What follows belongs to an exercise in optimizing a design on an open flow for small area and a short achievable clock period; a production flow would make more cautious choices.
No functional check of the RTL was part of any run shown here.

==> design/flow/design.v <==
`default_nettype none
`timescale 1ns / 1ps
module pe (
    input wire clk,
    input wire rst,
    input wire [15:0] act,
    input wire [15:0] wgt,
    input wire store,
    input wire reuse,
    input wire [3:0] addr,
    input wire update_out,
    output reg [31:0] out
);
    reg [31:0] accg;              
    reg [31:0] bm_r;              
    reg [7:0] one, two, neg;      
    reg [15:0] r1, r2, r3;        
    reg start;
    wire [31:0] acc_next;
    wire a0 = addr == 4'd0;
    wire a1 = addr == 4'd1;
    wire a2 = addr == 4'd2;
    wire a3 = addr == 4'd3;
    wire [15:0] bm = ({16{~reuse}} & wgt) | ({16{reuse & a1}} & r1)
                   | ({16{reuse & a2}} & r2) | ({16{reuse & a3}} & r3);
    wire [31:0] bsel = rst ? 32'd0 : (reuse & a0) ? acc_next : {16'd0, bm};
    wire keep = ~rst & ~start;
    wire [17:0] ax = {1'b0, act, 1'b0};
    wire [7:0] one_d, two_d;
    genvar g;
    generate for (g = 0; g < 8; g = g + 1) begin : enc
        assign one_d[g] = ax[2*g+1] ^ ax[2*g];
        assign two_d[g] = (ax[2*g+2] & ~ax[2*g+1] & ~ax[2*g]) | (~ax[2*g+2] & ax[2*g+1] & ax[2*g]);
    end endgenerate
    wire [32:0] Bx = {bm_r, 1'b0};
    wire [31:0] pp0;
    wire [29:0] pp1;
    wire [27:0] pp2;
    wire [25:0] pp3;
    wire [23:0] pp4;
    wire [21:0] pp5;
    wire [19:0] pp6;
    wire [17:0] pp7;
    generate for (g = 0; g < 32; g = g + 1) begin : pp
        if (g < 32) pe_bsel b0 (.one(one[0]), .two(two[0]), .neg(neg[0]), .b1(Bx[g+1]), .b0(Bx[g]), .p(pp0[g]));
        if (g < 30) pe_bsel b1 (.one(one[1]), .two(two[1]), .neg(neg[1]), .b1(Bx[g+1]), .b0(Bx[g]), .p(pp1[g]));
        if (g < 28) pe_bsel b2 (.one(one[2]), .two(two[2]), .neg(neg[2]), .b1(Bx[g+1]), .b0(Bx[g]), .p(pp2[g]));
        if (g < 26) pe_bsel b3 (.one(one[3]), .two(two[3]), .neg(neg[3]), .b1(Bx[g+1]), .b0(Bx[g]), .p(pp3[g]));
        if (g < 24) pe_bsel b4 (.one(one[4]), .two(two[4]), .neg(neg[4]), .b1(Bx[g+1]), .b0(Bx[g]), .p(pp4[g]));
        if (g < 22) pe_bsel b5 (.one(one[5]), .two(two[5]), .neg(neg[5]), .b1(Bx[g+1]), .b0(Bx[g]), .p(pp5[g]));
        if (g < 20) pe_bsel b6 (.one(one[6]), .two(two[6]), .neg(neg[6]), .b1(Bx[g+1]), .b0(Bx[g]), .p(pp6[g]));
        if (g < 18) pe_bsel b7 (.one(one[7]), .two(two[7]), .neg(neg[7]), .b1(Bx[g+1]), .b0(Bx[g]), .p(pp7[g]));
    end endgenerate
    wire [31:0] acc_s_g = accg;
    wire [15:0] pp8 = {16{neg[7]}} & bm_r[15:0];      
    wire fs1, fc1;
    pe_fa u0 (.a(neg[0]), .b(acc_s_g[0]), .c(pp0[0]), .s(fs1), .co(fc1));
    wire fs2, fc2;
    pe_fa u1 (.a(acc_s_g[1]), .b(pp0[1]), .c(fc1), .s(fs2), .co(fc2));
    wire fs3, fc3;
    pe_fa u2 (.a(neg[1]), .b(acc_s_g[2]), .c(pp0[2]), .s(fs3), .co(fc3));
    wire fs4, fc4;
    pe_fa u3 (.a(pp1[0]), .b(fs3), .c(fc2), .s(fs4), .co(fc4));
    wire fs5, fc5;
    pe_fa u4 (.a(acc_s_g[3]), .b(pp0[3]), .c(pp1[1]), .s(fs5), .co(fc5));
    wire fs6, fc6;
    pe_fa u5 (.a(fc3), .b(fs5), .c(fc4), .s(fs6), .co(fc6));
    wire fs7, fc7;
    pe_fa u6 (.a(neg[2]), .b(acc_s_g[4]), .c(pp0[4]), .s(fs7), .co(fc7));
    wire fs8, fc8;
    pe_fa u7 (.a(pp1[2]), .b(pp2[0]), .c(fs7), .s(fs8), .co(fc8));
    wire fs9, fc9;
    pe_fa u8 (.a(fc5), .b(fs8), .c(fc6), .s(fs9), .co(fc9));
    wire fs10, fc10;
    pe_fa u9 (.a(acc_s_g[5]), .b(pp0[5]), .c(pp1[3]), .s(fs10), .co(fc10));
    wire fs11, fc11;
    pe_fa u10 (.a(pp2[1]), .b(fc7), .c(fs10), .s(fs11), .co(fc11));
    wire hs1, hc1;
    pe_ha u11 (.a(fc8), .b(fs11), .s(hs1), .co(hc1));
    wire fs12, fc12;
    pe_fa u12 (.a(neg[3]), .b(acc_s_g[6]), .c(pp0[6]), .s(fs12), .co(fc12));
    wire fs13, fc13;
    pe_fa u13 (.a(pp1[4]), .b(pp2[2]), .c(pp3[0]), .s(fs13), .co(fc13));
    wire fs14, fc14;
    pe_fa u14 (.a(fs12), .b(fc10), .c(fs13), .s(fs14), .co(fc14));
    wire fs15, fc15;
    pe_fa u15 (.a(fc11), .b(fs14), .c(hc1), .s(fs15), .co(fc15));
    wire fs16, fc16;
    pe_fa u16 (.a(acc_s_g[7]), .b(pp0[7]), .c(pp1[5]), .s(fs16), .co(fc16));
    wire fs17, fc17;
    pe_fa u17 (.a(pp2[3]), .b(pp3[1]), .c(fc12), .s(fs17), .co(fc17));
    wire fs18, fc18;
    pe_fa u18 (.a(fc13), .b(fs16), .c(fs17), .s(fs18), .co(fc18));
    wire fs19, fc19;
    pe_fa u19 (.a(fc14), .b(fs18), .c(fc15), .s(fs19), .co(fc19));
    wire fs20, fc20;
    pe_fa u20 (.a(neg[4]), .b(acc_s_g[8]), .c(pp0[8]), .s(fs20), .co(fc20));
    wire fs21, fc21;
    pe_fa u21 (.a(pp1[6]), .b(pp2[4]), .c(pp3[2]), .s(fs21), .co(fc21));
    wire fs22, fc22;
    pe_fa u22 (.a(pp4[0]), .b(fs20), .c(fc16), .s(fs22), .co(fc22));
    wire fs23, fc23;
    pe_fa u23 (.a(fs21), .b(fc17), .c(fs22), .s(fs23), .co(fc23));
    wire hs2, hc2;
    pe_ha u24 (.a(fc18), .b(fs23), .s(hs2), .co(hc2));
    wire fs24, fc24;
    pe_fa u25 (.a(acc_s_g[9]), .b(pp0[9]), .c(pp1[7]), .s(fs24), .co(fc24));
    wire fs25, fc25;
    pe_fa u26 (.a(pp2[5]), .b(pp3[3]), .c(pp4[1]), .s(fs25), .co(fc25));
    wire fs26, fc26;
    pe_fa u27 (.a(fc20), .b(fc21), .c(fs24), .s(fs26), .co(fc26));
    wire fs27, fc27;
    pe_fa u28 (.a(fs25), .b(fc22), .c(fs26), .s(fs27), .co(fc27));
    wire fs28, fc28;
    pe_fa u29 (.a(fc23), .b(fs27), .c(hc2), .s(fs28), .co(fc28));
    wire fs29, fc29;
    pe_fa u30 (.a(neg[5]), .b(acc_s_g[10]), .c(pp0[10]), .s(fs29), .co(fc29));
    wire fs30, fc30;
    pe_fa u31 (.a(pp1[8]), .b(pp2[6]), .c(pp3[4]), .s(fs30), .co(fc30));
    wire fs31, fc31;
    pe_fa u32 (.a(pp4[2]), .b(pp5[0]), .c(fs29), .s(fs31), .co(fc31));
    wire fs32, fc32;
    pe_fa u33 (.a(fc24), .b(fc25), .c(fs30), .s(fs32), .co(fc32));
    wire fs33, fc33;
    pe_fa u34 (.a(fs31), .b(fc26), .c(fs32), .s(fs33), .co(fc33));
    wire hs3, hc3;
    pe_ha u35 (.a(fc27), .b(fs33), .s(hs3), .co(hc3));
    wire fs34, fc34;
    pe_fa u36 (.a(acc_s_g[11]), .b(pp0[11]), .c(pp1[9]), .s(fs34), .co(fc34));
    wire fs35, fc35;
    pe_fa u37 (.a(pp2[7]), .b(pp3[5]), .c(pp4[3]), .s(fs35), .co(fc35));
    wire fs36, fc36;
    pe_fa u38 (.a(pp5[1]), .b(fc29), .c(fc30), .s(fs36), .co(fc36));
    wire fs37, fc37;
    pe_fa u39 (.a(fs34), .b(fs35), .c(fc31), .s(fs37), .co(fc37));
    wire fs38, fc38;
    pe_fa u40 (.a(fc32), .b(fs36), .c(fs37), .s(fs38), .co(fc38));
    wire fs39, fc39;
    pe_fa u41 (.a(fc33), .b(fs38), .c(hc3), .s(fs39), .co(fc39));
    wire fs40, fc40;
    pe_fa u42 (.a(neg[6]), .b(acc_s_g[12]), .c(pp0[12]), .s(fs40), .co(fc40));
    wire fs41, fc41;
    pe_fa u43 (.a(pp1[10]), .b(pp2[8]), .c(pp3[6]), .s(fs41), .co(fc41));
    wire fs42, fc42;
    pe_fa u44 (.a(pp4[4]), .b(pp5[2]), .c(pp6[0]), .s(fs42), .co(fc42));
    wire fs43, fc43;
    pe_fa u45 (.a(fs40), .b(fc34), .c(fc35), .s(fs43), .co(fc43));
    wire fs44, fc44;
    pe_fa u46 (.a(fs41), .b(fs42), .c(fc36), .s(fs44), .co(fc44));
    wire fs45, fc45;
    pe_fa u47 (.a(fs43), .b(fc37), .c(fs44), .s(fs45), .co(fc45));
    wire hs4, hc4;
    pe_ha u48 (.a(fc38), .b(fs45), .s(hs4), .co(hc4));
    wire fs46, fc46;
    pe_fa u49 (.a(acc_s_g[13]), .b(pp0[13]), .c(pp1[11]), .s(fs46), .co(fc46));
    wire fs47, fc47;
    pe_fa u50 (.a(pp2[9]), .b(pp3[7]), .c(pp4[5]), .s(fs47), .co(fc47));
    wire fs48, fc48;
    pe_fa u51 (.a(pp5[3]), .b(pp6[1]), .c(fc40), .s(fs48), .co(fc48));
    wire fs49, fc49;
    pe_fa u52 (.a(fc41), .b(fc42), .c(fs46), .s(fs49), .co(fc49));
    wire fs50, fc50;
    pe_fa u53 (.a(fs47), .b(fs48), .c(fc43), .s(fs50), .co(fc50));
    wire fs51, fc51;
    pe_fa u54 (.a(fs49), .b(fc44), .c(fs50), .s(fs51), .co(fc51));
    wire hs5, hc5;
    pe_ha u55 (.a(fc45), .b(fs51), .s(hs5), .co(hc5));
    wire fs52, fc52;
    pe_fa u56 (.a(neg[7]), .b(acc_s_g[14]), .c(pp0[14]), .s(fs52), .co(fc52));
    wire fs53, fc53;
    pe_fa u57 (.a(pp1[12]), .b(pp2[10]), .c(pp3[8]), .s(fs53), .co(fc53));
    wire fs54, fc54;
    pe_fa u58 (.a(pp4[6]), .b(pp5[4]), .c(pp6[2]), .s(fs54), .co(fc54));
    wire fs55, fc55;
    pe_fa u59 (.a(pp7[0]), .b(fs52), .c(fc46), .s(fs55), .co(fc55));
    wire fs56, fc56;
    pe_fa u60 (.a(fc47), .b(fs53), .c(fs54), .s(fs56), .co(fc56));
    wire fs57, fc57;
    pe_fa u61 (.a(fc48), .b(fc49), .c(fs55), .s(fs57), .co(fc57));
    wire fs58, fc58;
    pe_fa u62 (.a(fs56), .b(fc50), .c(fs57), .s(fs58), .co(fc58));
    wire hs6, hc6;
    pe_ha u63 (.a(fc51), .b(fs58), .s(hs6), .co(hc6));
    wire fs59, fc59;
    pe_fa u64 (.a(acc_s_g[15]), .b(pp0[15]), .c(pp1[13]), .s(fs59), .co(fc59));
    wire fs60, fc60;
    pe_fa u65 (.a(pp2[11]), .b(pp3[9]), .c(pp4[7]), .s(fs60), .co(fc60));
    wire fs61, fc61;
    pe_fa u66 (.a(pp5[5]), .b(pp6[3]), .c(pp7[1]), .s(fs61), .co(fc61));
    wire fs62, fc62;
    pe_fa u67 (.a(fc52), .b(fc53), .c(fc54), .s(fs62), .co(fc62));
    wire fs63, fc63;
    pe_fa u68 (.a(fs59), .b(fs60), .c(fs61), .s(fs63), .co(fc63));
    wire fs64, fc64;
    pe_fa u69 (.a(fc55), .b(fc56), .c(fs62), .s(fs64), .co(fc64));
    wire fs65, fc65;
    pe_fa u70 (.a(fs63), .b(fc57), .c(fs64), .s(fs65), .co(fc65));
    wire hs7, hc7;
    pe_ha u71 (.a(fc58), .b(fs65), .s(hs7), .co(hc7));
    wire fs66, fc66;
    pe_fa u72 (.a(acc_s_g[16]), .b(pp8[0]), .c(pp0[16]), .s(fs66), .co(fc66));
    wire fs67, fc67;
    pe_fa u73 (.a(pp1[14]), .b(pp2[12]), .c(pp3[10]), .s(fs67), .co(fc67));
    wire fs68, fc68;
    pe_fa u74 (.a(pp4[8]), .b(pp5[6]), .c(pp6[4]), .s(fs68), .co(fc68));
    wire fs69, fc69;
    pe_fa u75 (.a(pp7[2]), .b(fs66), .c(fc59), .s(fs69), .co(fc69));
    wire fs70, fc70;
    pe_fa u76 (.a(fc60), .b(fc61), .c(fs67), .s(fs70), .co(fc70));
    wire fs71, fc71;
    pe_fa u77 (.a(fs68), .b(fc62), .c(fs69), .s(fs71), .co(fc71));
    wire fs72, fc72;
    pe_fa u78 (.a(fc63), .b(fs70), .c(fc64), .s(fs72), .co(fc72));
    wire fs73, fc73;
    pe_fa u79 (.a(fs71), .b(fs72), .c(fc65), .s(fs73), .co(fc73));
    wire fs74, fc74;
    pe_fa u80 (.a(acc_s_g[17]), .b(pp8[1]), .c(pp0[17]), .s(fs74), .co(fc74));
    wire fs75, fc75;
    pe_fa u81 (.a(pp1[15]), .b(pp2[13]), .c(pp3[11]), .s(fs75), .co(fc75));
    wire fs76, fc76;
    pe_fa u82 (.a(pp4[9]), .b(pp5[7]), .c(pp6[5]), .s(fs76), .co(fc76));
    wire fs77, fc77;
    pe_fa u83 (.a(pp7[3]), .b(fc66), .c(fs74), .s(fs77), .co(fc77));
    wire fs78, fc78;
    pe_fa u84 (.a(fc67), .b(fc68), .c(fs75), .s(fs78), .co(fc78));
    wire fs79, fc79;
    pe_fa u85 (.a(fs76), .b(fc69), .c(fc70), .s(fs79), .co(fc79));
    wire fs80, fc80;
    pe_fa u86 (.a(fs77), .b(fs78), .c(fc71), .s(fs80), .co(fc80));
    wire fs81, fc81;
    pe_fa u87 (.a(fs79), .b(fs80), .c(fc72), .s(fs81), .co(fc81));
    wire fs82, fc82;
    pe_fa u88 (.a(acc_s_g[18]), .b(pp8[2]), .c(pp0[18]), .s(fs82), .co(fc82));
    wire fs83, fc83;
    pe_fa u89 (.a(pp1[16]), .b(pp2[14]), .c(pp3[12]), .s(fs83), .co(fc83));
    wire fs84, fc84;
    pe_fa u90 (.a(pp4[10]), .b(pp5[8]), .c(pp6[6]), .s(fs84), .co(fc84));
    wire fs85, fc85;
    pe_fa u91 (.a(pp7[4]), .b(fc74), .c(fs82), .s(fs85), .co(fc85));
    wire fs86, fc86;
    pe_fa u92 (.a(fc75), .b(fc76), .c(fs83), .s(fs86), .co(fc86));
    wire fs87, fc87;
    pe_fa u93 (.a(fs84), .b(fc77), .c(fc78), .s(fs87), .co(fc87));
    wire fs88, fc88;
    pe_fa u94 (.a(fs85), .b(fs86), .c(fc79), .s(fs88), .co(fc88));
    wire fs89, fc89;
    pe_fa u95 (.a(fs87), .b(fc80), .c(fs88), .s(fs89), .co(fc89));
    wire fs90, fc90;
    pe_fa u96 (.a(acc_s_g[19]), .b(pp8[3]), .c(pp0[19]), .s(fs90), .co(fc90));
    wire fs91, fc91;
    pe_fa u97 (.a(pp1[17]), .b(pp2[15]), .c(pp3[13]), .s(fs91), .co(fc91));
    wire fs92, fc92;
    pe_fa u98 (.a(pp4[11]), .b(pp5[9]), .c(pp6[7]), .s(fs92), .co(fc92));
    wire fs93, fc93;
    pe_fa u99 (.a(pp7[5]), .b(fc82), .c(fs90), .s(fs93), .co(fc93));
    wire fs94, fc94;
    pe_fa u100 (.a(fc83), .b(fc84), .c(fs91), .s(fs94), .co(fc94));
    wire fs95, fc95;
    pe_fa u101 (.a(fs92), .b(fc85), .c(fc86), .s(fs95), .co(fc95));
    wire fs96, fc96;
    pe_fa u102 (.a(fs93), .b(fs94), .c(fc87), .s(fs96), .co(fc96));
    wire fs97, fc97;
    pe_fa u103 (.a(fs95), .b(fc88), .c(fs96), .s(fs97), .co(fc97));
    wire fs98, fc98;
    pe_fa u104 (.a(acc_s_g[20]), .b(pp8[4]), .c(pp0[20]), .s(fs98), .co(fc98));
    wire fs99, fc99;
    pe_fa u105 (.a(pp1[18]), .b(pp2[16]), .c(pp3[14]), .s(fs99), .co(fc99));
    wire fs100, fc100;
    pe_fa u106 (.a(pp4[12]), .b(pp5[10]), .c(pp6[8]), .s(fs100), .co(fc100));
    wire fs101, fc101;
    pe_fa u107 (.a(pp7[6]), .b(fc90), .c(fs98), .s(fs101), .co(fc101));
    wire fs102, fc102;
    pe_fa u108 (.a(fc91), .b(fc92), .c(fs99), .s(fs102), .co(fc102));
    wire fs103, fc103;
    pe_fa u109 (.a(fs100), .b(fc93), .c(fc94), .s(fs103), .co(fc103));
    wire fs104, fc104;
    pe_fa u110 (.a(fs101), .b(fs102), .c(fc95), .s(fs104), .co(fc104));
    wire fs105, fc105;
    pe_fa u111 (.a(fs103), .b(fc96), .c(fs104), .s(fs105), .co(fc105));
    wire fs106, fc106;
    pe_fa u112 (.a(acc_s_g[21]), .b(pp8[5]), .c(pp0[21]), .s(fs106), .co(fc106));
    wire fs107, fc107;
    pe_fa u113 (.a(pp1[19]), .b(pp2[17]), .c(pp3[15]), .s(fs107), .co(fc107));
    wire fs108, fc108;
    pe_fa u114 (.a(pp4[13]), .b(pp5[11]), .c(pp6[9]), .s(fs108), .co(fc108));
    wire fs109, fc109;
    pe_fa u115 (.a(pp7[7]), .b(fc98), .c(fs106), .s(fs109), .co(fc109));
    wire fs110, fc110;
    pe_fa u116 (.a(fc99), .b(fc100), .c(fs107), .s(fs110), .co(fc110));
    wire fs111, fc111;
    pe_fa u117 (.a(fs108), .b(fc101), .c(fc102), .s(fs111), .co(fc111));
    wire fs112, fc112;
    pe_fa u118 (.a(fs109), .b(fs110), .c(fc103), .s(fs112), .co(fc112));
    wire fs113, fc113;
    pe_fa u119 (.a(fs111), .b(fc104), .c(fs112), .s(fs113), .co(fc113));
    wire fs114, fc114;
    pe_fa u120 (.a(acc_s_g[22]), .b(pp8[6]), .c(pp0[22]), .s(fs114), .co(fc114));
    wire fs115, fc115;
    pe_fa u121 (.a(pp1[20]), .b(pp2[18]), .c(pp3[16]), .s(fs115), .co(fc115));
    wire fs116, fc116;
    pe_fa u122 (.a(pp4[14]), .b(pp5[12]), .c(pp6[10]), .s(fs116), .co(fc116));
    wire fs117, fc117;
    pe_fa u123 (.a(pp7[8]), .b(fc106), .c(fs114), .s(fs117), .co(fc117));
    wire fs118, fc118;
    pe_fa u124 (.a(fc107), .b(fc108), .c(fs115), .s(fs118), .co(fc118));
    wire fs119, fc119;
    pe_fa u125 (.a(fs116), .b(fc109), .c(fc110), .s(fs119), .co(fc119));
    wire fs120, fc120;
    pe_fa u126 (.a(fs117), .b(fs118), .c(fc111), .s(fs120), .co(fc120));
    wire fs121, fc121;
    pe_fa u127 (.a(fs119), .b(fc112), .c(fs120), .s(fs121), .co(fc121));
    wire fs122, fc122;
    pe_fa u128 (.a(acc_s_g[23]), .b(pp8[7]), .c(pp0[23]), .s(fs122), .co(fc122));
    wire fs123, fc123;
    pe_fa u129 (.a(pp1[21]), .b(pp2[19]), .c(pp3[17]), .s(fs123), .co(fc123));
    wire fs124, fc124;
    pe_fa u130 (.a(pp4[15]), .b(pp5[13]), .c(pp6[11]), .s(fs124), .co(fc124));
    wire fs125, fc125;
    pe_fa u131 (.a(pp7[9]), .b(fc114), .c(fs122), .s(fs125), .co(fc125));
    wire fs126, fc126;
    pe_fa u132 (.a(fc115), .b(fc116), .c(fs123), .s(fs126), .co(fc126));
    wire fs127, fc127;
    pe_fa u133 (.a(fs124), .b(fc117), .c(fc118), .s(fs127), .co(fc127));
    wire fs128, fc128;
    pe_fa u134 (.a(fs125), .b(fs126), .c(fc119), .s(fs128), .co(fc128));
    wire fs129, fc129;
    pe_fa u135 (.a(fs127), .b(fc120), .c(fs128), .s(fs129), .co(fc129));
    wire fs130, fc130;
    pe_fa u136 (.a(acc_s_g[24]), .b(pp8[8]), .c(pp0[24]), .s(fs130), .co(fc130));
    wire fs131, fc131;
    pe_fa u137 (.a(pp1[22]), .b(pp2[20]), .c(pp3[18]), .s(fs131), .co(fc131));
    wire fs132, fc132;
    pe_fa u138 (.a(pp4[16]), .b(pp5[14]), .c(pp6[12]), .s(fs132), .co(fc132));
    wire fs133, fc133;
    pe_fa u139 (.a(pp7[10]), .b(fc122), .c(fs130), .s(fs133), .co(fc133));
    wire fs134, fc134;
    pe_fa u140 (.a(fc123), .b(fc124), .c(fs131), .s(fs134), .co(fc134));
    wire fs135, fc135;
    pe_fa u141 (.a(fs132), .b(fc125), .c(fc126), .s(fs135), .co(fc135));
    wire fs136, fc136;
    pe_fa u142 (.a(fs133), .b(fs134), .c(fc127), .s(fs136), .co(fc136));
    wire fs137, fc137;
    pe_fa u143 (.a(fs135), .b(fc128), .c(fs136), .s(fs137), .co(fc137));
    wire fs138, fc138;
    pe_fa u144 (.a(acc_s_g[25]), .b(pp8[9]), .c(pp0[25]), .s(fs138), .co(fc138));
    wire fs139, fc139;
    pe_fa u145 (.a(pp1[23]), .b(pp2[21]), .c(pp3[19]), .s(fs139), .co(fc139));
    wire fs140, fc140;
    pe_fa u146 (.a(pp4[17]), .b(pp5[15]), .c(pp6[13]), .s(fs140), .co(fc140));
    wire fs141, fc141;
    pe_fa u147 (.a(pp7[11]), .b(fc130), .c(fs138), .s(fs141), .co(fc141));
    wire fs142, fc142;
    pe_fa u148 (.a(fc131), .b(fc132), .c(fs139), .s(fs142), .co(fc142));
    wire fs143, fc143;
    pe_fa u149 (.a(fs140), .b(fc133), .c(fc134), .s(fs143), .co(fc143));
    wire fs144, fc144;
    pe_fa u150 (.a(fs141), .b(fs142), .c(fc135), .s(fs144), .co(fc144));
    wire fs145, fc145;
    pe_fa u151 (.a(fs143), .b(fc136), .c(fs144), .s(fs145), .co(fc145));
    wire fs146, fc146;
    pe_fa u152 (.a(acc_s_g[26]), .b(pp8[10]), .c(pp0[26]), .s(fs146), .co(fc146));
    wire fs147, fc147;
    pe_fa u153 (.a(pp1[24]), .b(pp2[22]), .c(pp3[20]), .s(fs147), .co(fc147));
    wire fs148, fc148;
    pe_fa u154 (.a(pp4[18]), .b(pp5[16]), .c(pp6[14]), .s(fs148), .co(fc148));
    wire fs149, fc149;
    pe_fa u155 (.a(pp7[12]), .b(fc138), .c(fs146), .s(fs149), .co(fc149));
    wire fs150, fc150;
    pe_fa u156 (.a(fc139), .b(fc140), .c(fs147), .s(fs150), .co(fc150));
    wire fs151, fc151;
    pe_fa u157 (.a(fs148), .b(fc141), .c(fc142), .s(fs151), .co(fc151));
    wire fs152, fc152;
    pe_fa u158 (.a(fs149), .b(fs150), .c(fc143), .s(fs152), .co(fc152));
    wire fs153, fc153;
    pe_fa u159 (.a(fs151), .b(fc144), .c(fs152), .s(fs153), .co(fc153));
    wire fs154, fc154;
    pe_fa u160 (.a(acc_s_g[27]), .b(pp8[11]), .c(pp0[27]), .s(fs154), .co(fc154));
    wire fs155, fc155;
    pe_fa u161 (.a(pp1[25]), .b(pp2[23]), .c(pp3[21]), .s(fs155), .co(fc155));
    wire fs156, fc156;
    pe_fa u162 (.a(pp4[19]), .b(pp5[17]), .c(pp6[15]), .s(fs156), .co(fc156));
    wire fs157, fc157;
    pe_fa u163 (.a(pp7[13]), .b(fc146), .c(fs154), .s(fs157), .co(fc157));
    wire fs158, fc158;
    pe_fa u164 (.a(fc147), .b(fc148), .c(fs155), .s(fs158), .co(fc158));
    wire fs159, fc159;
    pe_fa u165 (.a(fs156), .b(fc149), .c(fc150), .s(fs159), .co(fc159));
    wire fs160, fc160;
    pe_fa u166 (.a(fs157), .b(fs158), .c(fc151), .s(fs160), .co(fc160));
    wire fs161, fc161;
    pe_fa u167 (.a(fs159), .b(fc152), .c(fs160), .s(fs161), .co(fc161));
    wire fs162, fc162;
    pe_fa u168 (.a(acc_s_g[28]), .b(pp8[12]), .c(pp0[28]), .s(fs162), .co(fc162));
    wire fs163, fc163;
    pe_fa u169 (.a(pp1[26]), .b(pp2[24]), .c(pp3[22]), .s(fs163), .co(fc163));
    wire fs164, fc164;
    pe_fa u170 (.a(pp4[20]), .b(pp5[18]), .c(pp6[16]), .s(fs164), .co(fc164));
    wire fs165, fc165;
    pe_fa u171 (.a(pp7[14]), .b(fc154), .c(fs162), .s(fs165), .co(fc165));
    wire fs166, fc166;
    pe_fa u172 (.a(fc155), .b(fc156), .c(fs163), .s(fs166), .co(fc166));
    wire fs167, fc167;
    pe_fa u173 (.a(fs164), .b(fc157), .c(fc158), .s(fs167), .co(fc167));
    wire fs168, fc168;
    pe_fa u174 (.a(fs165), .b(fs166), .c(fc159), .s(fs168), .co(fc168));
    wire fs169, fc169;
    pe_fa u175 (.a(fs167), .b(fc160), .c(fs168), .s(fs169), .co(fc169));
    wire fs170, fc170;
    pe_fa u176 (.a(acc_s_g[29]), .b(pp8[13]), .c(pp0[29]), .s(fs170), .co(fc170));
    wire fs171, fc171;
    pe_fa u177 (.a(pp1[27]), .b(pp2[25]), .c(pp3[23]), .s(fs171), .co(fc171));
    wire fs172, fc172;
    pe_fa u178 (.a(pp4[21]), .b(pp5[19]), .c(pp6[17]), .s(fs172), .co(fc172));
    wire fs173, fc173;
    pe_fa u179 (.a(pp7[15]), .b(fc162), .c(fs170), .s(fs173), .co(fc173));
    wire fs174, fc174;
    pe_fa u180 (.a(fc163), .b(fc164), .c(fs171), .s(fs174), .co(fc174));
    wire fs175, fc175;
    pe_fa u181 (.a(fs172), .b(fc165), .c(fc166), .s(fs175), .co(fc175));
    wire fs176, fc176;
    pe_fa u182 (.a(fs173), .b(fs174), .c(fc167), .s(fs176), .co(fc176));
    wire fs177, fc177;
    pe_fa u183 (.a(fs175), .b(fc168), .c(fs176), .s(fs177), .co(fc177));
    wire fs178, fc178;
    pe_fa u184 (.a(acc_s_g[30]), .b(pp8[14]), .c(pp0[30]), .s(fs178), .co(fc178));
    wire fs179, fc179;
    pe_fa u185 (.a(pp1[28]), .b(pp2[26]), .c(pp3[24]), .s(fs179), .co(fc179));
    wire fs180, fc180;
    pe_fa u186 (.a(pp4[22]), .b(pp5[20]), .c(pp6[18]), .s(fs180), .co(fc180));
    wire fs181, fc181;
    pe_fa u187 (.a(pp7[16]), .b(fc170), .c(fs178), .s(fs181), .co(fc181));
    wire fs182, fc182;
    pe_fa u188 (.a(fc171), .b(fc172), .c(fs179), .s(fs182), .co(fc182));
    wire fs183, fc183;
    pe_fa u189 (.a(fs180), .b(fc173), .c(fc174), .s(fs183), .co(fc183));
    wire fs184, fc184;
    pe_fa u190 (.a(fs181), .b(fs182), .c(fc175), .s(fs184), .co(fc184));
    wire fs185, fc185;
    pe_fa u191 (.a(fs183), .b(fc176), .c(fs184), .s(fs185), .co(fc185));
    wire fs186, fc186;
    pe_fa u192 (.a(acc_s_g[31]), .b(pp8[15]), .c(pp0[31]), .s(fs186), .co(fc186));
    wire fs187, fc187;
    pe_fa u193 (.a(pp1[29]), .b(pp2[27]), .c(pp3[25]), .s(fs187), .co(fc187));
    wire fs188, fc188;
    pe_fa u194 (.a(pp4[23]), .b(pp5[21]), .c(pp6[19]), .s(fs188), .co(fc188));
    wire fs189, fc189;
    pe_fa u195 (.a(pp7[17]), .b(fc178), .c(fs186), .s(fs189), .co(fc189));
    wire fs190, fc190;
    pe_fa u196 (.a(fc179), .b(fc180), .c(fs187), .s(fs190), .co(fc190));
    wire fs191, fc191;
    pe_fa u197 (.a(fs188), .b(fc181), .c(fc182), .s(fs191), .co(fc191));
    wire fs192, fc192;
    pe_fa u198 (.a(fs189), .b(fs190), .c(fc183), .s(fs192), .co(fc192));
    wire fs193, fc193;
    pe_fa u199 (.a(fs191), .b(fc184), .c(fs192), .s(fs193), .co(fc193));
    wire [31:0] row_a = {fc185, fc177, fc169, fc161, fc153, fc145, fc137, fc129, fc121, fc113, fc105, fc97, fc89, fc81, fs81, hc7, hc6, hc5, hc4, hs4, fs39, hs3, fs28, hs2, fs19, fs15, hs1, fs9, fs6, fs4, fs2, fs1};
    wire [31:0] row_b = {fs193, fs185, fs177, fs169, fs161, fs153, fs145, fs137, fs129, fs121, fs113, fs105, fs97, fs89, fc73, fs73, hs7, hs6, hs5, fc39, 1'b0, fc28, 1'b0, fc19, 1'b0, 1'b0, fc9, 1'b0, 1'b0, 1'b0, 1'b0, 1'b0};
    assign acc_next = row_a + row_b;
    always @(posedge clk) begin
        bm_r <= bsel;
        one <= one_d;
        two <= two_d;
        neg <= {act[15], act[13], act[11], act[9], act[7], act[5], act[3], act[1]};
        accg <= {32{keep}} & acc_next;
        if (rst) begin
            r1 <= 16'd0;
            r2 <= 16'd0;
            r3 <= 16'd0;
            out <= 32'd0;
            start <= 1'b0;
        end else begin
            if (store && a1) r1 <= wgt;
            if (store && a2) r2 <= wgt;
            if (store && a3) r3 <= wgt;
            if (update_out) out <= acc_next;
            start <= update_out;
        end
    end
endmodule
module pe_bsel (input wire one, input wire two, input wire neg, input wire b1, input wire b0, output wire p);
    assign p = ((one & b1) | (two & b0)) ^ neg;
endmodule
module pe_fa (input wire a, input wire b, input wire c, output wire s, output wire co);
    assign s = a ^ b ^ c;
    assign co = (a & b) | (a & c) | (b & c);
endmodule
module pe_ha (input wire a, input wire b, output wire s, output wire co);
    assign s = a ^ b;
    assign co = a & b;
endmodule
==> design/flow/flow/run.sh <==
#!/bin/bash
# Layout flow: the standard synthesis unchanged; after the floorplan every
# combinational cell is set to its smallest drive strength (downsize.tcl), then the standard flow's
# standard layout continues, with timing repair upsizing what the timing needs.
set -euo pipefail
here=$(pwd)
bash standard.sh synth > synth.log 2>&1
bash standard.sh floorplan > floorplan.log 2>&1
odb=$(ls $here/orfs/results/*/pe/base/2_floorplan.odb)
DS_ODB=$odb openroad -no_init -exit flow/downsize.tcl > downsize.log 2>&1
bash standard.sh 'BUFFER_PORTS_ARGS=-buffer_cell sky130_fd_sc_hd__buf_2' SETUP_SLACK_MARGIN=6 finish > layout.log 2>&1
==> design/flow/flow/downsize.tcl <==
# Set every combinational standard cell to the smallest drive strength of the same
# function; timing repair later in the flow upsizes the cells that need it.
# Flip-flops, tap cells and port buffers are left alone.
set odb_file $::env(DS_ODB)
read_db $odb_file
set db [ord::get_db]
set block [ord::get_db_block]
set skip {dfxtp dfxbp dfrtp dfrbp dfstp dfsbp edfxtp sdfxtp tapvpwrvgnd conb clkbuf clkinv}
set n 0
foreach inst [$block getInsts] {
  set m [$inst getMaster]
  set name [$m getName]
  if {![regexp {^sky130_fd_sc_hd__(\w+)_(\d+)$} $name -> base drive]} { continue }
  if {[lsearch -exact $skip $base] >= 0} { continue }
  set best ""
  set best_area [expr {[$m getWidth] * [$m getHeight]}]
  foreach d {0 1 2} {
    if {$d >= $drive} { break }
    set cand [$db findMaster "sky130_fd_sc_hd__${base}_$d"]
    if {$cand eq "NULL" || $cand eq ""} { continue }
    set a [expr {[$cand getWidth] * [$cand getHeight]}]
    if {$a < $best_area} { set best $cand; set best_area $a }
  }
  if {$best ne ""} {
    $inst swapMaster $best
    incr n
  }
}
puts "downsized $n instances"
write_db $odb_file
==> design/flow/standard.sh <==
#!/bin/bash
# synth_recipe.tcl (not shown) runs the flow's synth.tcl, then flattens the netlist and writes it again
# the make line also repeats each setting of config.mk as NAME=value (left out here)
make -C /OpenROAD-flow-scripts/flow DESIGN_CONFIG=/design/flow/config.mk WORK_HOME=/design/flow/orfs CLKGATE_MAP_FILE= SYNTH_SCRIPT=/design/flow/synth_recipe.tcl "${@:-finish}"
==> design/flow/config.mk <==
export PLATFORM = sky130hd
export DESIGN_NAME = pe
export DESIGN_NICKNAME = pe
export VERILOG_FILES = /design/flow/design.v
export SDC_FILE = /design/flow/constraint.sdc
export NUM_CORES = 4
export LEC_CHECK = 0
export CAP_MARGIN = 20
export CORE_MARGIN = 2
export CORE_UTILIZATION = 55
export SETUP_SLACK_MARGIN = 5
export SLEW_MARGIN = 20
export SYNTH_HIERARCHICAL = 1
==> design/flow/constraint.sdc <==
create_clock -name core_clock -period 11.0 [get_ports {clk}]
set_input_delay 2.2000 -clock core_clock [delete_from_list [all_inputs] [get_ports {clk}]]
set_output_delay 2.2000 -clock core_clock [all_outputs]
set_load 0.01 [all_outputs]
==> notes.md, run 1 <==
# TYPE chip_impl_metric gauge
chip_impl_info{name="list_of_cells_traversed_by_the_critical_path",value="bufbuf_16, a22oi_2, xnor2_1, fa_1, fa_2, fa_2, fa_1, fa_2, ha_4, nand4_1, buf_4, buf_4, nor3_2, o311ai_2, a21o_1, nand2_1, nor2_1"} 1
chip_impl_metric{name="tmin_final",unit="ns"} 5.09
chip_impl_metric{name="timing.critical_path.required",unit="ns"} 11.30
chip_impl_info{name="cpMostUsedCell",value="fa_2"} 1
chip_impl_info{name="setup.worst_path.start",value="one[2]$_DFF_P_"} 1
chip_impl_info{name="dominant_cells_by_area_after_synthesis",value="fa_1 (25%), dfxtp_1 (22%), a22oi_2 (16%)"} 1
chip_impl_metric{name="grt_start_max_net_pins",unit=""} 83
chip_impl_metric{name="cts_hold_buffers",unit=""} 0
chip_impl_metric{name="antenna_cells_inserted",unit=""} 0
chip_impl_metric{name="tns",unit="ns"} 0
chip_impl_metric{name="yosysUniqueCellTypes",unit=""} 64
chip_impl_metric{name="gr-total-overflow",unit=""} 0
chip_impl_metric{name="first_global_vias",unit=""} 12199
chip_impl_info{name="post_synth_most_frequent_cells",value="xnor2_1 (215), a22oi_2 (200), fa_1 (193)"} 1
chip_impl_metric{name="initialDrtViolationCount",unit=""} 1476
chip_impl_metric{name="layout.core_utilization",unit="%"} 64.3
chip_impl_info{name="critPathLaunchType",value="register"} 1
chip_impl_metric{name="row_count",unit=""} 61
chip_impl_metric{name="stdcell_count",unit=""} 1952
chip_impl_metric{name="clock-skew-final",unit="ns"} 0.0170
chip_impl_metric{name="floorplan.initialDensity",unit="%"} 55.6
chip_impl_metric{name="detail-route-antenna-nets",unit=""} 0
chip_impl_metric{name="slowest_delay",unit="ns"} 0.55
chip_impl_metric{name="post_synth_top_area_share",unit="%"} 25.2
chip_impl_metric{name="groute.usage.overall",unit="%"} 34.1
chip_impl_metric{name="syn2layout_area_growth",unit="%"} 15.8
chip_impl_info{name="outcome",value="complete, no violations"} 1
chip_impl_metric{name="cts.sinks",unit=""} 169
chip_impl_metric{name="htree_num_levels",unit=""} 4
chip_impl_metric{name="edff_count_synth",unit=""} 0
chip_impl_info{name="unrepaired_setup_endpoints_after_global_routing",value="yes"} 1
chip_impl_info{name="post-synth-top-count-cell",value="xnor2_1"} 1
chip_impl_metric{name="finalNetCount",unit=""} 1825
chip_impl_metric{name="share_of_post_route_cells_with_drive_strength_above_1",unit="%"} 25.3
chip_impl_metric{name="io_buffers",unit=""} 72
chip_impl_metric{name="dp.final_hpwl",unit="mm"} 31.9
chip_impl_metric{name="grt_antenna_before_repair",unit=""} 0
chip_impl_info{name="critical_path.slowest_cell",value="fa_2"} 1
chip_impl_metric{name="wl_per_cell",unit="um"} 25.9
chip_impl_metric{name="fmax",unit="MHz"} 197
chip_impl_info{name="worst_min_path_class",value="register to register"} 1
chip_impl_info{name="holdCritStartpoint",value="r1[3]$_SDFFE_PP0P_"} 1
chip_impl_info{name="critPathCaptureType",value="register"} 1
chip_impl_metric{name="route.detailed.drc",unit=""} 0
chip_impl_metric{name="firstDrtPassIters",unit=""} 6
chip_impl_metric{name="report.final.setup_viol",unit=""} 0
chip_impl_metric{name="top_level_ports",unit=""} 73
chip_impl_metric{name="arrival",unit="ns"} 5.38
chip_impl_metric{name="postSynth.asyncResetShare",unit="%"} 0
chip_impl_metric{name="die_y",unit="um"} 171
chip_impl_metric{name="die_width",unit="um"} 171
chip_impl_metric{name="clk_pin_slew",unit="ns"} 0.07
chip_impl_info{name="yosys.area.top_type",value="fa_1"} 1
chip_impl_metric{name="grt_pass1_wl",unit="mm"} 74.6
chip_impl_metric{name="timing.final.max_slew_violations",unit=""} 0
chip_impl_metric{name="min_period_over_period",unit="%"} 46.2
chip_impl_metric{name="number_of_instances_in_the_synthesized_netlist",unit=""} 1426
chip_impl_metric{name="num_vias",unit=""} 12490
chip_impl_metric{name="syn-cell-area",unit="sq mm"} 0.0154
chip_impl_metric{name="synth_seq_area_share",unit="%"} 22.0
chip_impl_metric{name="vias_per_cell",unit=""} 6.40
chip_impl_metric{name="worst_skew_pair.late_latency",unit="ns"} 0.45
chip_impl_info{name="critical_path_class",value="register to register"} 1
chip_impl_metric{name="worstMarginPinSlew",unit="ns"} 0.920
chip_impl_metric{name="postRouteWirelength",unit="mm"} 50.6
chip_impl_metric{name="place.detailed.instances",unit=""} 1860
chip_impl_metric{name="hold_violations_final",unit=""} 0
chip_impl_info{name="synth_flop_cell",value="dfxtp_1"} 1
chip_impl_metric{name="design_area",unit="sq mm"} 0.0178
chip_impl_metric{name="timing.max_cap.violations",unit=""} 0
chip_impl_metric{name="gp_congestion",unit=""} 0.942
chip_impl_metric{name="crit_path_max_fanout",unit=""} 14
chip_impl_info{name="tritoncts",value="yes"} 1
chip_impl_metric{name="synth_seq_cells",unit=""} 169
chip_impl_info{name="r2r-start",value="one[2]$_DFF_P_"} 1
chip_impl_metric{name="core_area",unit="sq mm"} 0.0276
chip_impl_metric{name="place_area",unit="sq mm"} 0.0152
chip_impl_metric{name="cts-buffers-inserted",unit=""} 17
chip_impl_metric{name="post_synth.cell_area_avg",unit="sq um"} 10.8
chip_impl_info{name="cts-root-buf",value="clkbuf_16"} 1
chip_impl_metric{name="timing.slew.headroom",unit="%"} 38.5
chip_impl_metric{name="floorplan.die_area",unit="sq mm"} 0.0293
chip_impl_metric{name="bufs_on_longest_clock_path",unit=""} 2
chip_impl_metric{name="yosysWarnings",unit=""} 7
==> routing by layer <==
metal	track usage [%]	up-vias	wire length, um
met1	45.2	6276	20000
met3	5.37	151	4060
li1	-	5394	-
met2	56.3	669	24100
met4	12.8	0	2400
met5	0	-	0
==> layout make-up <==
class | count | area, sq um
multi-input combinational | 1204 | 11700
fill | 2278 | 9850
sequential | 169 | 3520
timing repair buffer | 155 | 1390
tap | 378 | 473
clock buffer | 17 | 425
clock inverter | 15 | 196
inverter | 14 | 52.6
==> Yosys stat by module, one instance, submodules excluded <==
module	cell area, sq um	cells inside	flip-flops and latches	copies in the design
pe	7150	826	169	1
pe_bsel	21.3	2	0	200
pe_fa	20.0	1	0	193
pe_ha	12.5	1	0	7
==> worst max-delay path, delay by kind of cell (launching register included) <==
family,cells,cell delay (ns)
adder cells (fa/ha/maj),6,2.61
buffers and inverters,3,0.65
AO/OA/AOI/OAI,3,0.60
AND/OR/NAND/NOR,4,0.54
flip-flops,1,0.37
XOR/XNOR,1,0.16
==> cell usage in the layout (no fill, tap or decap), drive strengths merged, types with 5 or more instances in the layout <==
cell	Yosys	final
and2	25	25
clkbuf	37	22
a211oi	18	18
xor2	12	12
mux2i	12	12
clkinv	0	8
nor2	78	78
nand2b	12	12
nor3	22	22
nand3	13	13
xnor2	215	215
buf	9	147
ha	30	30
a21o	8	8
inv	14	21
o21ai	27	27
dfxtp	169	169
nand2	143	143
o311ai	5	5
o31ai	5	5
conb	1	8
nand4	9	9
fa	193	193
a22oi	213	213
a21oi	69	69
a221oi	17	17
a31oi	7	7
o21a	5	5
nand3b	8	8
==> kinds of logic (layout without fill, tap and decap cells) <==
logic type | after synthesis | in the layout | share of synthesized area, %
adder cells (fa/ha/maj) | 223 | 223 | 27.6
AO/OA/AOI/OAI | 402 | 402 | 25.2
XOR/XNOR | 227 | 227 | 12.9
buffers and inverters | 60 | 201 | 1.51
flip-flops | 169 | 169 | 22.0
AND/OR/NAND/NOR | 332 | 332 | 9.92
multiplexers | 12 | 12 | 0.782
other | 1 | 8 | 0.0244
==> metrics by stage <==
stage                     setup WS, ns  hold WS, ns
after detailed placement          4.63        0.446
final                             5.91        0.455
after global routing              5.77        0.474
after CTS                         5.93        0.458
after global placement            4.59        0.441
after floorplan                   5.29        0.436
==> final timing paths <==
path                            slack (ns)  cells past startpoint            endpoint
worst max-delay path                  5.91                     17    accg[27]$_DFF_P_
worst min-delay path                  0.46                      2  r1[3]$_SDFFE_PP0P_
worst max register to register        5.91                     17    accg[27]$_DFF_P_
worst min register to register        0.46                      2  r1[3]$_SDFFE_PP0P_
==> state kept, by name, summed over array words and instances, names as in the netlist <==
| name | flops |
|---|---|
| r3 | 16 |
| neg | 8 |
| accg | 32 |
| one | 8 |
| r2 | 16 |
| start | 1 |
| out | 32 |
| bm_r | 32 |
| two | 8 |
| r1 | 16 |
==> repair_timing <==
| item | 4_1_cts | 5_1_grt |
|---|---|---|
| endpoints found under the setup margin | 60 | 48 |
| gates resized for setup | 218 | 110 |
| pin swaps | 44 | 71 |
| cloned | 6 | 2 |
| setup buffers | 24 | 28 |
==> run 2: changes to the inputs <==
--- a/design/flow/design.v
+++ b/design/flow/design.v
@@ -456,5 +456,172 @@
     wire [31:0] row_a = {fc185, fc177, fc169, fc161, fc153, fc145, fc137, fc129, fc121, fc113, fc105, fc97, fc89, fc81, fs81, hc7, hc6, hc5, hc4, hs4, fs39, hs3, fs28, hs2, fs19, fs15, hs1, fs9, fs6, fs4, fs2, fs1};
     wire [31:0] row_b = {fs193, fs185, fs177, fs169, fs161, fs153, fs145, fs137, fs129, fs121, fs113, fs105, fs97, fs89, fc73, fs73, hs7, hs6, hs5, fc39, 1'b0, fc28, 1'b0, fc19, 1'b0, 1'b0, fc9, 1'b0, 1'b0, 1'b0, 1'b0, 1'b0};
-    assign acc_next = row_a + row_b;
+    wire [31:0] cg0 = row_a & row_b;
+    wire [31:0] cp0 = row_a ^ row_b;
+    wire [31:0] cg1, cp1;
+    assign cg1[0] = cg0[0]; assign cp1[0] = cp0[0];
+    assign cg1[1] = cg0[1] | (cp0[1] & cg0[0]); assign cp1[1] = cp0[1] & cp0[0];
+    assign cg1[2] = cg0[2]; assign cp1[2] = cp0[2];
+    assign cg1[3] = cg0[3] | (cp0[3] & cg0[2]); assign cp1[3] = cp0[3] & cp0[2];
+    assign cg1[4] = cg0[4]; assign cp1[4] = cp0[4];
+    assign cg1[5] = cg0[5] | (cp0[5] & cg0[4]); assign cp1[5] = cp0[5] & cp0[4];
+    assign cg1[6] = cg0[6]; assign cp1[6] = cp0[6];
+    assign cg1[7] = cg0[7] | (cp0[7] & cg0[6]); assign cp1[7] = cp0[7] & cp0[6];
+    assign cg1[8] = cg0[8]; assign cp1[8] = cp0[8];
+    assign cg1[9] = cg0[9] | (cp0[9] & cg0[8]); assign cp1[9] = cp0[9] & cp0[8];
+    assign cg1[10] = cg0[10]; assign cp1[10] = cp0[10];
+    assign cg1[11] = cg0[11] | (cp0[11] & cg0[10]); assign cp1[11] = cp0[11] & cp0[10];
+    assign cg1[12] = cg0[12]; assign cp1[12] = cp0[12];
+    assign cg1[13] = cg0[13] | (cp0[13] & cg0[12]); assign cp1[13] = cp0[13] & cp0[12];
+    assign cg1[14] = cg0[14]; assign cp1[14] = cp0[14];
+    assign cg1[15] = cg0[15] | (cp0[15] & cg0[14]); assign cp1[15] = cp0[15] & cp0[14];
+    assign cg1[16] = cg0[16]; assign cp1[16] = cp0[16];
+    assign cg1[17] = cg0[17] | (cp0[17] & cg0[16]); assign cp1[17] = cp0[17] & cp0[16];
+    assign cg1[18] = cg0[18]; assign cp1[18] = cp0[18];
+    assign cg1[19] = cg0[19] | (cp0[19] & cg0[18]); assign cp1[19] = cp0[19] & cp0[18];
+    assign cg1[20] = cg0[20]; assign cp1[20] = cp0[20];
+    assign cg1[21] = cg0[21] | (cp0[21] & cg0[20]); assign cp1[21] = cp0[21] & cp0[20];
+    assign cg1[22] = cg0[22]; assign cp1[22] = cp0[22];
+    assign cg1[23] = cg0[23] | (cp0[23] & cg0[22]); assign cp1[23] = cp0[23] & cp0[22];
+    assign cg1[24] = cg0[24]; assign cp1[24] = cp0[24];
+    assign cg1[25] = cg0[25] | (cp0[25] & cg0[24]); assign cp1[25] = cp0[25] & cp0[24];
+    assign cg1[26] = cg0[26]; assign cp1[26] = cp0[26];
+    assign cg1[27] = cg0[27] | (cp0[27] & cg0[26]); assign cp1[27] = cp0[27] & cp0[26];
+    assign cg1[28] = cg0[28]; assign cp1[28] = cp0[28];
+    assign cg1[29] = cg0[29] | (cp0[29] & cg0[28]); assign cp1[29] = cp0[29] & cp0[28];
+    assign cg1[30] = cg0[30]; assign cp1[30] = cp0[30];
+    assign cg1[31] = cg0[31] | (cp0[31] & cg0[30]); assign cp1[31] = cp0[31] & cp0[30];
+    wire [31:0] cg2, cp2;
+    assign cg2[0] = cg1[0]; assign cp2[0] = cp1[0];
+    assign cg2[1] = cg1[1]; assign cp2[1] = cp1[1];
+    assign cg2[2] = cg1[2] | (cp1[2] & cg1[1]); assign cp2[2] = cp1[2] & cp1[1];
+    assign cg2[3] = cg1[3] | (cp1[3] & cg1[1]); assign cp2[3] = cp1[3] & cp1[1];
+    assign cg2[4] = cg1[4]; assign cp2[4] = cp1[4];
+    assign cg2[5] = cg1[5]; assign cp2[5] = cp1[5];
+    assign cg2[6] = cg1[6] | (cp1[6] & cg1[5]); assign cp2[6] = cp1[6] & cp1[5];
+    assign cg2[7] = cg1[7] | (cp1[7] & cg1[5]); assign cp2[7] = cp1[7] & cp1[5];
+    assign cg2[8] = cg1[8]; assign cp2[8] = cp1[8];
+    assign cg2[9] = cg1[9]; assign cp2[9] = cp1[9];
+    assign cg2[10] = cg1[10] | (cp1[10] & cg1[9]); assign cp2[10] = cp1[10] & cp1[9];
+    assign cg2[11] = cg1[11] | (cp1[11] & cg1[9]); assign cp2[11] = cp1[11] & cp1[9];
+    assign cg2[12] = cg1[12]; assign cp2[12] = cp1[12];
+    assign cg2[13] = cg1[13]; assign cp2[13] = cp1[13];
+    assign cg2[14] = cg1[14] | (cp1[14] & cg1[13]); assign cp2[14] = cp1[14] & cp1[13];
+    assign cg2[15] = cg1[15] | (cp1[15] & cg1[13]); assign cp2[15] = cp1[15] & cp1[13];
+    assign cg2[16] = cg1[16]; assign cp2[16] = cp1[16];
+    assign cg2[17] = cg1[17]; assign cp2[17] = cp1[17];
+    assign cg2[18] = cg1[18] | (cp1[18] & cg1[17]); assign cp2[18] = cp1[18] & cp1[17];
+    assign cg2[19] = cg1[19] | (cp1[19] & cg1[17]); assign cp2[19] = cp1[19] & cp1[17];
+    assign cg2[20] = cg1[20]; assign cp2[20] = cp1[20];
+    assign cg2[21] = cg1[21]; assign cp2[21] = cp1[21];
+    assign cg2[22] = cg1[22] | (cp1[22] & cg1[21]); assign cp2[22] = cp1[22] & cp1[21];
+    assign cg2[23] = cg1[23] | (cp1[23] & cg1[21]); assign cp2[23] = cp1[23] & cp1[21];
+    assign cg2[24] = cg1[24]; assign cp2[24] = cp1[24];
+    assign cg2[25] = cg1[25]; assign cp2[25] = cp1[25];
+    assign cg2[26] = cg1[26] | (cp1[26] & cg1[25]); assign cp2[26] = cp1[26] & cp1[25];
+    assign cg2[27] = cg1[27] | (cp1[27] & cg1[25]); assign cp2[27] = cp1[27] & cp1[25];
+    assign cg2[28] = cg1[28]; assign cp2[28] = cp1[28];
+    assign cg2[29] = cg1[29]; assign cp2[29] = cp1[29];
+    assign cg2[30] = cg1[30] | (cp1[30] & cg1[29]); assign cp2[30] = cp1[30] & cp1[29];
+    assign cg2[31] = cg1[31] | (cp1[31] & cg1[29]); assign cp2[31] = cp1[31] & cp1[29];
+    wire [31:0] cg3, cp3;
+    assign cg3[0] = cg2[0]; assign cp3[0] = cp2[0];
+    assign cg3[1] = cg2[1]; assign cp3[1] = cp2[1];
+    assign cg3[2] = cg2[2]; assign cp3[2] = cp2[2];
+    assign cg3[3] = cg2[3]; assign cp3[3] = cp2[3];
+    assign cg3[4] = cg2[4] | (cp2[4] & cg2[3]); assign cp3[4] = cp2[4] & cp2[3];
+    assign cg3[5] = cg2[5] | (cp2[5] & cg2[3]); assign cp3[5] = cp2[5] & cp2[3];
+    assign cg3[6] = cg2[6] | (cp2[6] & cg2[3]); assign cp3[6] = cp2[6] & cp2[3];
+    assign cg3[7] = cg2[7] | (cp2[7] & cg2[3]); assign cp3[7] = cp2[7] & cp2[3];
+    assign cg3[8] = cg2[8]; assign cp3[8] = cp2[8];
+    assign cg3[9] = cg2[9]; assign cp3[9] = cp2[9];
+    assign cg3[10] = cg2[10]; assign cp3[10] = cp2[10];
+    assign cg3[11] = cg2[11]; assign cp3[11] = cp2[11];
+    assign cg3[12] = cg2[12] | (cp2[12] & cg2[11]); assign cp3[12] = cp2[12] & cp2[11];
+    assign cg3[13] = cg2[13] | (cp2[13] & cg2[11]); assign cp3[13] = cp2[13] & cp2[11];
+    assign cg3[14] = cg2[14] | (cp2[14] & cg2[11]); assign cp3[14] = cp2[14] & cp2[11];
+    assign cg3[15] = cg2[15] | (cp2[15] & cg2[11]); assign cp3[15] = cp2[15] & cp2[11];
+    assign cg3[16] = cg2[16]; assign cp3[16] = cp2[16];
+    assign cg3[17] = cg2[17]; assign cp3[17] = cp2[17];
+    assign cg3[18] = cg2[18]; assign cp3[18] = cp2[18];
+    assign cg3[19] = cg2[19]; assign cp3[19] = cp2[19];
+    assign cg3[20] = cg2[20] | (cp2[20] & cg2[19]); assign cp3[20] = cp2[20] & cp2[19];
+    assign cg3[21] = cg2[21] | (cp2[21] & cg2[19]); assign cp3[21] = cp2[21] & cp2[19];
+    assign cg3[22] = cg2[22] | (cp2[22] & cg2[19]); assign cp3[22] = cp2[22] & cp2[19];
+    assign cg3[23] = cg2[23] | (cp2[23] & cg2[19]); assign cp3[23] = cp2[23] & cp2[19];
+    assign cg3[24] = cg2[24]; assign cp3[24] = cp2[24];
+    assign cg3[25] = cg2[25]; assign cp3[25] = cp2[25];
+    assign cg3[26] = cg2[26]; assign cp3[26] = cp2[26];
+    assign cg3[27] = cg2[27]; assign cp3[27] = cp2[27];
+    assign cg3[28] = cg2[28] | (cp2[28] & cg2[27]); assign cp3[28] = cp2[28] & cp2[27];
+    assign cg3[29] = cg2[29] | (cp2[29] & cg2[27]); assign cp3[29] = cp2[29] & cp2[27];
+    assign cg3[30] = cg2[30] | (cp2[30] & cg2[27]); assign cp3[30] = cp2[30] & cp2[27];
+    assign cg3[31] = cg2[31] | (cp2[31] & cg2[27]); assign cp3[31] = cp2[31] & cp2[27];
+    wire [31:0] cg4, cp4;
+    assign cg4[0] = cg3[0]; assign cp4[0] = cp3[0];
+    assign cg4[1] = cg3[1]; assign cp4[1] = cp3[1];
+    assign cg4[2] = cg3[2]; assign cp4[2] = cp3[2];
+    assign cg4[3] = cg3[3]; assign cp4[3] = cp3[3];
+    assign cg4[4] = cg3[4]; assign cp4[4] = cp3[4];
+    assign cg4[5] = cg3[5]; assign cp4[5] = cp3[5];
+    assign cg4[6] = cg3[6]; assign cp4[6] = cp3[6];
+    assign cg4[7] = cg3[7]; assign cp4[7] = cp3[7];
+    assign cg4[8] = cg3[8] | (cp3[8] & cg3[7]); assign cp4[8] = cp3[8] & cp3[7];
+    assign cg4[9] = cg3[9] | (cp3[9] & cg3[7]); assign cp4[9] = cp3[9] & cp3[7];
+    assign cg4[10] = cg3[10] | (cp3[10] & cg3[7]); assign cp4[10] = cp3[10] & cp3[7];
+    assign cg4[11] = cg3[11] | (cp3[11] & cg3[7]); assign cp4[11] = cp3[11] & cp3[7];
+    assign cg4[12] = cg3[12] | (cp3[12] & cg3[7]); assign cp4[12] = cp3[12] & cp3[7];
+    assign cg4[13] = cg3[13] | (cp3[13] & cg3[7]); assign cp4[13] = cp3[13] & cp3[7];
+    assign cg4[14] = cg3[14] | (cp3[14] & cg3[7]); assign cp4[14] = cp3[14] & cp3[7];
+    assign cg4[15] = cg3[15] | (cp3[15] & cg3[7]); assign cp4[15] = cp3[15] & cp3[7];
+    assign cg4[16] = cg3[16]; assign cp4[16] = cp3[16];
+    assign cg4[17] = cg3[17]; assign cp4[17] = cp3[17];
+    assign cg4[18] = cg3[18]; assign cp4[18] = cp3[18];
+    assign cg4[19] = cg3[19]; assign cp4[19] = cp3[19];
+    assign cg4[20] = cg3[20]; assign cp4[20] = cp3[20];
+    assign cg4[21] = cg3[21]; assign cp4[21] = cp3[21];
+    assign cg4[22] = cg3[22]; assign cp4[22] = cp3[22];
+    assign cg4[23] = cg3[23]; assign cp4[23] = cp3[23];
+    assign cg4[24] = cg3[24] | (cp3[24] & cg3[23]); assign cp4[24] = cp3[24] & cp3[23];
+    assign cg4[25] = cg3[25] | (cp3[25] & cg3[23]); assign cp4[25] = cp3[25] & cp3[23];
+    assign cg4[26] = cg3[26] | (cp3[26] & cg3[23]); assign cp4[26] = cp3[26] & cp3[23];
+    assign cg4[27] = cg3[27] | (cp3[27] & cg3[23]); assign cp4[27] = cp3[27] & cp3[23];
+    assign cg4[28] = cg3[28] | (cp3[28] & cg3[23]); assign cp4[28] = cp3[28] & cp3[23];
+    assign cg4[29] = cg3[29] | (cp3[29] & cg3[23]); assign cp4[29] = cp3[29] & cp3[23];
+    assign cg4[30] = cg3[30] | (cp3[30] & cg3[23]); assign cp4[30] = cp3[30] & cp3[23];
+    assign cg4[31] = cg3[31] | (cp3[31] & cg3[23]); assign cp4[31] = cp3[31] & cp3[23];
+    wire [31:0] cg5, cp5;
+    assign cg5[0] = cg4[0]; assign cp5[0] = cp4[0];
+    assign cg5[1] = cg4[1]; assign cp5[1] = cp4[1];
+    assign cg5[2] = cg4[2]; assign cp5[2] = cp4[2];
+    assign cg5[3] = cg4[3]; assign cp5[3] = cp4[3];
+    assign cg5[4] = cg4[4]; assign cp5[4] = cp4[4];
+    assign cg5[5] = cg4[5]; assign cp5[5] = cp4[5];
+    assign cg5[6] = cg4[6]; assign cp5[6] = cp4[6];
+    assign cg5[7] = cg4[7]; assign cp5[7] = cp4[7];
+    assign cg5[8] = cg4[8]; assign cp5[8] = cp4[8];
+    assign cg5[9] = cg4[9]; assign cp5[9] = cp4[9];
+    assign cg5[10] = cg4[10]; assign cp5[10] = cp4[10];
+    assign cg5[11] = cg4[11]; assign cp5[11] = cp4[11];
+    assign cg5[12] = cg4[12]; assign cp5[12] = cp4[12];
+    assign cg5[13] = cg4[13]; assign cp5[13] = cp4[13];
+    assign cg5[14] = cg4[14]; assign cp5[14] = cp4[14];
+    assign cg5[15] = cg4[15]; assign cp5[15] = cp4[15];
+    assign cg5[16] = cg4[16] | (cp4[16] & cg4[15]); assign cp5[16] = cp4[16] & cp4[15];
+    assign cg5[17] = cg4[17] | (cp4[17] & cg4[15]); assign cp5[17] = cp4[17] & cp4[15];
+    assign cg5[18] = cg4[18] | (cp4[18] & cg4[15]); assign cp5[18] = cp4[18] & cp4[15];
+    assign cg5[19] = cg4[19] | (cp4[19] & cg4[15]); assign cp5[19] = cp4[19] & cp4[15];
+    assign cg5[20] = cg4[20] | (cp4[20] & cg4[15]); assign cp5[20] = cp4[20] & cp4[15];
+    assign cg5[21] = cg4[21] | (cp4[21] & cg4[15]); assign cp5[21] = cp4[21] & cp4[15];
+    assign cg5[22] = cg4[22] | (cp4[22] & cg4[15]); assign cp5[22] = cp4[22] & cp4[15];
+    assign cg5[23] = cg4[23] | (cp4[23] & cg4[15]); assign cp5[23] = cp4[23] & cp4[15];
+    assign cg5[24] = cg4[24] | (cp4[24] & cg4[15]); assign cp5[24] = cp4[24] & cp4[15];
+    assign cg5[25] = cg4[25] | (cp4[25] & cg4[15]); assign cp5[25] = cp4[25] & cp4[15];
+    assign cg5[26] = cg4[26] | (cp4[26] & cg4[15]); assign cp5[26] = cp4[26] & cp4[15];
+    assign cg5[27] = cg4[27] | (cp4[27] & cg4[15]); assign cp5[27] = cp4[27] & cp4[15];
+    assign cg5[28] = cg4[28] | (cp4[28] & cg4[15]); assign cp5[28] = cp4[28] & cp4[15];
+    assign cg5[29] = cg4[29] | (cp4[29] & cg4[15]); assign cp5[29] = cp4[29] & cp4[15];
+    assign cg5[30] = cg4[30] | (cp4[30] & cg4[15]); assign cp5[30] = cp4[30] & cp4[15];
+    assign cg5[31] = cg4[31] | (cp4[31] & cg4[15]); assign cp5[31] = cp4[31] & cp4[15];
+    assign acc_next = cp0 ^ {cg5[30:0], 1'b0};
     always @(posedge clk) begin
         bm_r <= bsel;
==> notes.md, run 2 <==
# TYPE chip_impl_metric gauge
chip_impl_metric{name="synth_seq_cells",unit=""} 169
chip_impl_metric{name="arrival",unit="ns"} 5.67
chip_impl_metric{name="timing.slew.headroom",unit="%"} 27.6
chip_impl_metric{name="worstMarginPinSlew",unit="ns"} 1.09
chip_impl_metric{name="worst_skew_pair.late_latency",unit="ns"} 0.45
chip_impl_metric{name="finalNetCount",unit=""} 1817
chip_impl_info{name="critPathCaptureType",value="register"} 1
chip_impl_metric{name="top_level_ports",unit=""} 73
chip_impl_metric{name="dp.final_hpwl",unit="mm"} 29.9
chip_impl_metric{name="clock-skew-final",unit="ns"} 0.0172
chip_impl_metric{name="firstDrtPassIters",unit=""} 6
chip_impl_info{name="outcome",value="complete, no violations"} 1
chip_impl_metric{name="floorplan.die_area",unit="sq mm"} 0.0287
chip_impl_metric{name="hold_violations_final",unit=""} 0
chip_impl_metric{name="gp_congestion",unit=""} 0.864
chip_impl_metric{name="cts_hold_buffers",unit=""} 0
chip_impl_metric{name="number_of_instances_in_the_synthesized_netlist",unit=""} 1355
chip_impl_metric{name="dpl_worst_slack",unit="ns"} 4.85
chip_impl_info{name="tritoncts",value="yes"} 1
chip_impl_metric{name="post_synth.cell_area_avg",unit="sq um"} 11.1
chip_impl_metric{name="setup_ws_post_layout",unit="ns"} 5.67
run 2: changes by cell type in the layout (fill, tap and decap cells not counted), moves of 15 or more:
| cell | previous run | this run |
|---|---|---|
| buf_4 | 48 | 86 |
| nand2_1 | 138 | 120 |
| nor2_1 | 77 | 59 |
| buf_6 | 9 | 25 |
| a22oi_1 | 184 | 169 |
run 2: per-layer routing:
| layer | track usage, % | up-vias |
|---|---|---|
| li1 | - | 5273 |
| met1 | 50.2 | 6246 |
| met2 | 50.7 | 702 |
| met3 | 6.46 | 122 |
| met4 | 11.6 | 0 |
| met5 | 0 | - |
run 2: what timing repair did:
action	in CTS	in global routing
endpoints found under the setup margin	63	49
cloned	8	0
hold endpoints to repair	0	0
pin swaps	87	85
setup buffers	42	68
gates resized for setup	251	130
run 2: logic make-up (layout without fill, tap and decap cells):
group | count (synthesis) | in the layout | synth area share, %
other | 1 | 8 | 0.0250
buffers and inverters | 49 | 251 | 1.27
adder cells (fa/ha/maj) | 225 | 225 | 28.5
flip-flops | 169 | 169 | 22.5
AND/OR/NAND/NOR | 301 | 301 | 9.38
XOR/XNOR | 219 | 219 | 12.8
multiplexers | 12 | 12 | 0.800
AO/OA/AOI/OAI | 379 | 379 | 24.8
run 2: modules after synthesis (local to each module, per instance):
module,cells inside,flops+latches,cell area (sq um)
pe,755,169,6820
pe_bsel,2,0,21.3
pe_fa,1,0,20.0
pe_ha,1,0,12.5
run 2: final timing paths:
check,cells after the start,startpoint,end
setup reg to reg,15,bm_r[17]$_SDFF_PP0_,out[31]$_SDFFE_PP0P_
setup / recovery,15,bm_r[17]$_SDFF_PP0_,out[31]$_SDFFE_PP0P_
hold reg to reg,2,r2[11]$_SDFFE_PP0P_,r2[11]$_SDFFE_PP0P_
hold / removal,2,r2[11]$_SDFFE_PP0P_,r2[11]$_SDFFE_PP0P_
run 2: critical path, delay by kind of cell (launching register included):
kind,cells,cell delay (ns)
buf+inv,1,0.15
xor+xnor,1,0.14
flops,1,0.38
fa+ha+maj,6,2.58
compound gates,5,1.43
simple gates,2,0.54
run 2: cell type report:
| class | count | area [sq um] |
|---|---|---|
| Multi-Input combinational cell | 1144 | 11700 |
| Fill cell | 2024 | 8600 |
| Sequential cell | 169 | 3520 |
| Timing Repair Buffer | 210 | 1890 |
| Tap cell | 341 | 427 |
| Clock buffer | 17 | 425 |
| Clock inverter | 15 | 228 |
| Inverter | 9 | 33.8 |
run 2: metrics by stage:
| stage | instances | util, % |
|---|---|---|
| 2_1_floorplan | 1362 | - |
| 3_3_place_gp | 1755 | 55.2 |
| 3_5_place_dp | 1755 | 55.2 |
| 4_1_cts | 1837 | 63.8 |
| 5_1_grt | 1905 | 68.0 |
| 6_report | 1905 | 68.0 |

-- static timing again, ports no longer ideal --
The flow's constraints put no driver on any port. The routed layouts listed below were extracted and timed again, unchanged, in two steps. Step 1 assumes that a clkbuf_16 drives the clock port and a buf_2 every other input. Step 2 times the ports against the registers' clock, not the clock port: input delays grow and output delays shrink by t, the midpoint of the rising clock arrivals with the driver on. Slacks: no drivers / after step 1 / after step 2; pairs: no drivers / after step 1.
| run | t, ns | setup WS [ns] | hold WS [ns] | worst data-port slew with drivers (ns) |
|---|---|---|---|---|
| run 1 | 0.497 | 5.913 / 5.913 / 5.913 | 0.455 / 0.455 / 0.455 | 0.03 |
| run 2 | 0.497 | 5.672 / 5.672 / 5.672 | 0.459 / 0.459 / 0.459 | 0.03 |
After both steps setup and hold are still met in every run listed.
